Source: an optimization exercise on an open RTL-to-GDS flow (aim: small area, a short achievable clock period and few clock cycles per item). Production flows keep margins and buffers that such runs may drop.
Only simulation tests tie the RTL to the original design; equivalence was not proved.
Power figures rest on the tool's default switching activity, not on a simulated workload.

red:
## MD5_custom_SIMD_instruction
module MD5_custom_SIMD_instruction (clk, reset,
	in_v, rd, vrd1, vrd2,
		in_data, in_vdata1, in_vdata2,
	out_v, out_rd, out_vrd1, out_vrd2,
		out_data, out_vdata1, out_vdata2);
Size in the first run: ~5800 cells after synthesis, ~1100 I/O pins, roughly 43000 um^2 of cells after synthesis.
clock: 12.0 ns
lec_check: 0
abc_area: 1
cap_margin: 20
core_area: 5 5 385 385
die_area: 0 0 390 390
slew_margin: 20
tns_end_percent: 0
standard.sh (not shown) runs the stock make flow with config.mk's settings and CLKGATE_MAP_FILE= SYNTH_SCRIPT=/design/flow/synth_recipe.tcl, a recipe that flattens the netlist after the stock synthesis.
==> flow/flow/run.sh <==
#!/bin/bash
# Standard ORFS layout with a tighter setup-repair target, free resizing and minimum-size port buffers.
set -euo pipefail
bash standard.sh SETUP_SLACK_MARGIN=7.5 MATCH_CELL_FOOTPRINT=0 "BUFFER_PORTS_ARGS=-buffer_cell sky130_fd_sc_hd__buf_1" finish > standard.log 2>&1
Testbench counts of red, summed over its fixed seeds: cycles 105,600, hashes 1,600.
Here is what was changed in the inputs of blue compared with red.
Settings: TNS_END_PERCENT removed (was 0); CTS_BUF_LIST newly set to sky130_fd_sc_hd__clkbuf_4 sky130_fd_sc_hd__clkbuf_8.
==> flow/flow/run.sh <==
#!/bin/bash
# Standard ORFS layout with a tighter setup-repair target and minimum-size port buffers.
set -euo pipefail
bash standard.sh SETUP_SLACK_MARGIN=8.5 "BUFFER_PORTS_ARGS=-buffer_cell sky130_fd_sc_hd__buf_1" finish > standard.log 2>&1
- NOTE via count red->blue increased by a few percent
- Result for blue and red: all clean
- Going from red to blue, final critical path time including I/O delays and setup went down by 140 ps, critical path depth picked up an extra 10.


Setup of job 1291:
MD5_custom_SIMD_instruction, a different RTL version from the one above (not shown whole).
Size in the first run: ~5300 cells after synthesis, about 720 flip-flops, roughly 1100 I/O pins.
// MD5_custom_SIMD_instruction
module MD5_custom_SIMD_instruction (clk, reset,
	in_v, rd, vrd1, vrd2,
		in_data, in_vdata1, in_vdata2,
	out_v, out_rd, out_vrd1, out_vrd2,
		out_data, out_vdata1, out_vdata2);
	input clk, reset;
	input in_v;
	input [4:0] rd;
	input [2:0] vrd1, vrd2;
	input [32-1:0] in_data;
	input [256-1:0] in_vdata1, in_vdata2;
	output out_v;
	output [4:0] out_rd;
	output [2:0] out_vrd1, out_vrd2;
	output [32-1:0] out_data;
	output [256-1:0] out_vdata1, out_vdata2;
	wire [511:0] min = {in_vdata2, in_vdata1};
	reg        busy, fin, outv, first;
	reg [5:0]  cnt;
	reg [4:0]  t_rd;
	reg [2:0]  t_vrd1, t_vrd2;
	reg [31:0] b, c, d, t;
	reg [31:0] ring [0:15];
	reg [7:0]  mr;
	reg [3:0]  fs;     
	reg [3:0]  fs2;    
	reg [31:0] kr;     
	reg [3:0]  rv;
	reg [3:0]  ru;
	reg        cl;
	reg        run;    
	wire       last = busy & (cnt == 6'd63);
	wire [31:0] kadd;
	wire [7:0]  msel;
	wire [3:0]  fsel, rvn;
	wire [3:0]  run_;
	wire        cln;
	md5_tables tab (.step(cnt), .msel(msel), .fsel(fsel), .rv(rvn), .ru(run_), .cl(cln));
	wire        pol = ~cnt[0] & ~fin;
	wire [31:0] mword = {32{pol}} ^ (
		({32{mr[0]}} & ring[0]) |
		({32{mr[1]}} & ring[1]) |
		({32{mr[2]}} & ring[2]) |
		({32{mr[3]}} & ring[3]) |
		({32{mr[4]}} & ring[5]) |
		({32{mr[5]}} & ring[8]) |
		({32{mr[6]}} & ring[9]) |
		({32{mr[7]}} & ring[10]));
	wire [5:0]  nstep = cnt + 6'd1;
	wire [1:0]  nround = nstep[5:4];
	wire [31:0] kt;
	md5_ktab ktab (.step(cnt), .k(kt));
	wire [31:0] ts = d ^ kr ^ mword;
  ...
export LEC_CHECK = 0
export ABC_AREA = 1
export CAP_MARGIN = 20
export CORE_AREA = 5 5 375 375
export CTS_CLUSTER_DIAMETER = 80
export CTS_CLUSTER_SIZE = 28
export DIE_AREA = 0 0 380 380
export SLEW_MARGIN = 20
export TNS_END_PERCENT = 0
create_clock -name core_clock -period 12.0 [get_ports {clk}]
==> flow/flow/run.sh <==
#!/bin/bash
# ORFS layout (the standard.sh) with: the full-adder and half-adder cells kept out of
# synthesis and layout (the platform's don't-use list plus fa/ha), a tighter setup-repair
# target, free resizing, and minimum-size port buffers.
set -euo pipefail
DU="sky130_fd_sc_hd__probe_p_8 sky130_fd_sc_hd__probec_p_8 sky130_fd_sc_hd__lpflow_bleeder_1 sky130_fd_sc_hd__lpflow_clkbufkapwr_1 sky130_fd_sc_hd__lpflow_clkbufkapwr_16 sky130_fd_sc_hd__lpflow_clkbufkapwr_2 sky130_fd_sc_hd__lpflow_clkbufkapwr_4 sky130_fd_sc_hd__lpflow_clkbufkapwr_8 sky130_fd_sc_hd__lpflow_clkinvkapwr_1 sky130_fd_sc_hd__lpflow_clkinvkapwr_16 sky130_fd_sc_hd__lpflow_clkinvkapwr_2 sky130_fd_sc_hd__lpflow_clkinvkapwr_4 sky130_fd_sc_hd__lpflow_clkinvkapwr_8 sky130_fd_sc_hd__lpflow_decapkapwr_12 sky130_fd_sc_hd__lpflow_decapkapwr_3 sky130_fd_sc_hd__lpflow_decapkapwr_4 sky130_fd_sc_hd__lpflow_decapkapwr_6 sky130_fd_sc_hd__lpflow_decapkapwr_8 sky130_fd_sc_hd__lpflow_inputiso0n_1 sky130_fd_sc_hd__lpflow_inputiso0p_1 sky130_fd_sc_hd__lpflow_inputiso1n_1 sky130_fd_sc_hd__lpflow_inputiso1p_1 sky130_fd_sc_hd__lpflow_inputisolatch_1 sky130_fd_sc_hd__lpflow_isobufsrc_1 sky130_fd_sc_hd__lpflow_isobufsrc_16 sky130_fd_sc_hd__lpflow_isobufsrc_2 sky130_fd_sc_hd__lpflow_isobufsrc_4 sky130_fd_sc_hd__lpflow_isobufsrc_8 sky130_fd_sc_hd__lpflow_isobufsrckapwr_16 sky130_fd_sc_hd__lpflow_lsbuf_lh_hl_isowell_tap_1 sky130_fd_sc_hd__lpflow_lsbuf_lh_hl_isowell_tap_2 sky130_fd_sc_hd__lpflow_lsbuf_lh_hl_isowell_tap_4 sky130_fd_sc_hd__lpflow_lsbuf_lh_isowell_4 sky130_fd_sc_hd__lpflow_lsbuf_lh_isowell_tap_1 sky130_fd_sc_hd__lpflow_lsbuf_lh_isowell_tap_2 sky130_fd_sc_hd__lpflow_lsbuf_lh_isowell_tap_4 sky130_fd_sc_hd__fa_1 sky130_fd_sc_hd__fa_2 sky130_fd_sc_hd__fa_4 sky130_fd_sc_hd__ha_1 sky130_fd_sc_hd__ha_2 sky130_fd_sc_hd__ha_4"
bash standard.sh "DONT_USE_CELLS=$DU" SETUP_SLACK_MARGIN=9 MATCH_CELL_FOOTPRINT=0 SKIP_LAST_GASP=1 SKIP_REPAIR_TIE_FANOUT=1 "BUFFER_PORTS_ARGS=-buffer_cell sky130_fd_sc_hd__buf_1" finish > standard.log 2>&1
Testbench counts of job 1291, summed over its fixed seeds: cycles 105,600, hashes 1,600.
Setup changes, job 1291 to job 5304
--- a/flow/flow/run.sh
+++ b/flow/flow/run.sh
@@ -6,2 +6,2 @@
 DU="sky130_fd_sc_hd__probe_p_8 sky130_fd_sc_hd__probec_p_8 sky130_fd_sc_hd__lpflow_bleeder_1 sky130_fd_sc_hd__lpflow_clkbufkapwr_1 sky130_fd_sc_hd__lpflow_clkbufkapwr_16 sky130_fd_sc_hd__lpflow_clkbufkapwr_2 sky130_fd_sc_hd__lpflow_clkbufkapwr_4 sky130_fd_sc_hd__lpflow_clkbufkapwr_8 sky130_fd_sc_hd__lpflow_clkinvkapwr_1 sky130_fd_sc_hd__lpflow_clkinvkapwr_16 sky130_fd_sc_hd__lpflow_clkinvkapwr_2 sky130_fd_sc_hd__lpflow_clkinvkapwr_4 sky130_fd_sc_hd__lpflow_clkinvkapwr_8 sky130_fd_sc_hd__lpflow_decapkapwr_12 sky130_fd_sc_hd__lpflow_decapkapwr_3 sky130_fd_sc_hd__lpflow_decapkapwr_4 sky130_fd_sc_hd__lpflow_decapkapwr_6 sky130_fd_sc_hd__lpflow_decapkapwr_8 sky130_fd_sc_hd__lpflow_inputiso0n_1 sky130_fd_sc_hd__lpflow_inputiso0p_1 sky130_fd_sc_hd__lpflow_inputiso1n_1 sky130_fd_sc_hd__lpflow_inputiso1p_1 sky130_fd_sc_hd__lpflow_inputisolatch_1 sky130_fd_sc_hd__lpflow_isobufsrc_1 sky130_fd_sc_hd__lpflow_isobufsrc_16 sky130_fd_sc_hd__lpflow_isobufsrc_2 sky130_fd_sc_hd__lpflow_isobufsrc_4 sky130_fd_sc_hd__lpflow_isobufsrc_8 sky130_fd_sc_hd__lpflow_isobufsrckapwr_16 sky130_fd_sc_hd__lpflow_lsbuf_lh_hl_isowell_tap_1 sky130_fd_sc_hd__lpflow_lsbuf_lh_hl_isowell_tap_2 sky130_fd_sc_hd__lpflow_lsbuf_lh_hl_isowell_tap_4 sky130_fd_sc_hd__lpflow_lsbuf_lh_isowell_4 sky130_fd_sc_hd__lpflow_lsbuf_lh_isowell_tap_1 sky130_fd_sc_hd__lpflow_lsbuf_lh_isowell_tap_2 sky130_fd_sc_hd__lpflow_lsbuf_lh_isowell_tap_4 sky130_fd_sc_hd__fa_1 sky130_fd_sc_hd__fa_2 sky130_fd_sc_hd__fa_4 sky130_fd_sc_hd__ha_1 sky130_fd_sc_hd__ha_2 sky130_fd_sc_hd__ha_4"
-bash standard.sh "DONT_USE_CELLS=$DU" SETUP_SLACK_MARGIN=9 MATCH_CELL_FOOTPRINT=0 SKIP_LAST_GASP=1 SKIP_REPAIR_TIE_FANOUT=1 "BUFFER_PORTS_ARGS=-buffer_cell sky130_fd_sc_hd__buf_1" finish > standard.log 2>&1
+bash standard.sh "DONT_USE_CELLS=$DU" SETUP_SLACK_MARGIN=9 MATCH_CELL_FOOTPRINT=0 SKIP_REPAIR_TIE_FANOUT=1 "BUFFER_PORTS_ARGS=-buffer_cell sky130_fd_sc_hd__buf_1" finish > standard.log 2>&1
--- outcome ---
- On total power, job 5304 and job 1291 are basically level.
- For clock slew at the register clock pins of the worst setup and hold paths, job 1291 and job 5304 come out practically identical.
- Comparing job 1291 against job 5304, there is no change at all in depth of the worst register-to-register path.
- The final layouts of job 5304 and job 1291 pass the timing, DRC and antenna checks.
[inputs] job 9410 vs job 5304
--- a/flow/flow/run.sh
+++ b/flow/flow/run.sh
@@ -6,2 +6,2 @@
 DU="sky130_fd_sc_hd__probe_p_8 sky130_fd_sc_hd__probec_p_8 sky130_fd_sc_hd__lpflow_bleeder_1 sky130_fd_sc_hd__lpflow_clkbufkapwr_1 sky130_fd_sc_hd__lpflow_clkbufkapwr_16 sky130_fd_sc_hd__lpflow_clkbufkapwr_2 sky130_fd_sc_hd__lpflow_clkbufkapwr_4 sky130_fd_sc_hd__lpflow_clkbufkapwr_8 sky130_fd_sc_hd__lpflow_clkinvkapwr_1 sky130_fd_sc_hd__lpflow_clkinvkapwr_16 sky130_fd_sc_hd__lpflow_clkinvkapwr_2 sky130_fd_sc_hd__lpflow_clkinvkapwr_4 sky130_fd_sc_hd__lpflow_clkinvkapwr_8 sky130_fd_sc_hd__lpflow_decapkapwr_12 sky130_fd_sc_hd__lpflow_decapkapwr_3 sky130_fd_sc_hd__lpflow_decapkapwr_4 sky130_fd_sc_hd__lpflow_decapkapwr_6 sky130_fd_sc_hd__lpflow_decapkapwr_8 sky130_fd_sc_hd__lpflow_inputiso0n_1 sky130_fd_sc_hd__lpflow_inputiso0p_1 sky130_fd_sc_hd__lpflow_inputiso1n_1 sky130_fd_sc_hd__lpflow_inputiso1p_1 sky130_fd_sc_hd__lpflow_inputisolatch_1 sky130_fd_sc_hd__lpflow_isobufsrc_1 sky130_fd_sc_hd__lpflow_isobufsrc_16 sky130_fd_sc_hd__lpflow_isobufsrc_2 sky130_fd_sc_hd__lpflow_isobufsrc_4 sky130_fd_sc_hd__lpflow_isobufsrc_8 sky130_fd_sc_hd__lpflow_isobufsrckapwr_16 sky130_fd_sc_hd__lpflow_lsbuf_lh_hl_isowell_tap_1 sky130_fd_sc_hd__lpflow_lsbuf_lh_hl_isowell_tap_2 sky130_fd_sc_hd__lpflow_lsbuf_lh_hl_isowell_tap_4 sky130_fd_sc_hd__lpflow_lsbuf_lh_isowell_4 sky130_fd_sc_hd__lpflow_lsbuf_lh_isowell_tap_1 sky130_fd_sc_hd__lpflow_lsbuf_lh_isowell_tap_2 sky130_fd_sc_hd__lpflow_lsbuf_lh_isowell_tap_4 sky130_fd_sc_hd__fa_1 sky130_fd_sc_hd__fa_2 sky130_fd_sc_hd__fa_4 sky130_fd_sc_hd__ha_1 sky130_fd_sc_hd__ha_2 sky130_fd_sc_hd__ha_4"
-bash standard.sh "DONT_USE_CELLS=$DU" SETUP_SLACK_MARGIN=9 MATCH_CELL_FOOTPRINT=0 SKIP_REPAIR_TIE_FANOUT=1 "BUFFER_PORTS_ARGS=-buffer_cell sky130_fd_sc_hd__buf_1" finish > standard.log 2>&1
+bash standard.sh "DONT_USE_CELLS=$DU" SETUP_SLACK_MARGIN=9 MATCH_CELL_FOOTPRINT=0 SKIP_GATE_CLONING=1 SKIP_REPAIR_TIE_FANOUT=1 "BUFFER_PORTS_ARGS=-buffer_cell sky130_fd_sc_hd__buf_1" finish > standard.log 2>&1
--- a/flow/config.mk
+++ b/flow/config.mk
@@ -9,6 +9,6 @@
 export CAP_MARGIN = 20
-export CORE_AREA = 5 5 375 375
+export CORE_AREA = 4 4 375 375
 export CTS_CLUSTER_DIAMETER = 80
 export CTS_CLUSTER_SIZE = 28
-export DIE_AREA = 0 0 380 380
+export DIE_AREA = 0 0 379 379
 export SLEW_MARGIN = 20
### Flow results
Job 5304 → job 9410: share of final-layout standard cells stronger than drive strength 1 moved down, leakage power total level, final clock period utilization by the worst path moved up. Job 9410 packs its core more loosely than job 5304. Looking at job 9410 and job 5304, the total wire length after detailed routing is a wash. NOTE via count job 5304->job 9410 increased slightly.

[port drivers added, routing unchanged]
In the flow no input, the clock included, has a driving cell. The finished layouts below were timed again as built, in two steps. Step 1 assumes that a clkbuf_16 drives the clock port and a buf_2 every other input. Step 2 adds t to the input delays and takes it off the output delays; t is the mean of the earliest and latest rising clock arrival at the registers after step 1. Input paths then give back, and output paths get back, about the clock's delay inside the block. Slacks: no drivers / after step 1 / after step 2; pairs: no drivers / after step 1.
run | shift t [ns] | setup slack, ns | slew at the worst register clock pin (ns) | pins driven straight from the clock port
red | 0.804 | 6.817 / 6.817 / 6.817 | 0.07 / 0.07 | 1
blue | 0.954 | 6.952 / 6.952 / 6.952 | 0.07 / 0.07 | 1
job 1291 | 0.726 | 7.882 / 7.882 / 7.882 | 0.11 / 0.11 | 1
job 5304 | 0.726 | 7.882 / 7.882 / 7.882 | 0.11 / 0.11 | 1
job 9410 | 0.726 | 7.756 / 7.756 / 7.756 | 0.11 / 0.11 | 1
After both steps setup and hold are still met in every run listed.
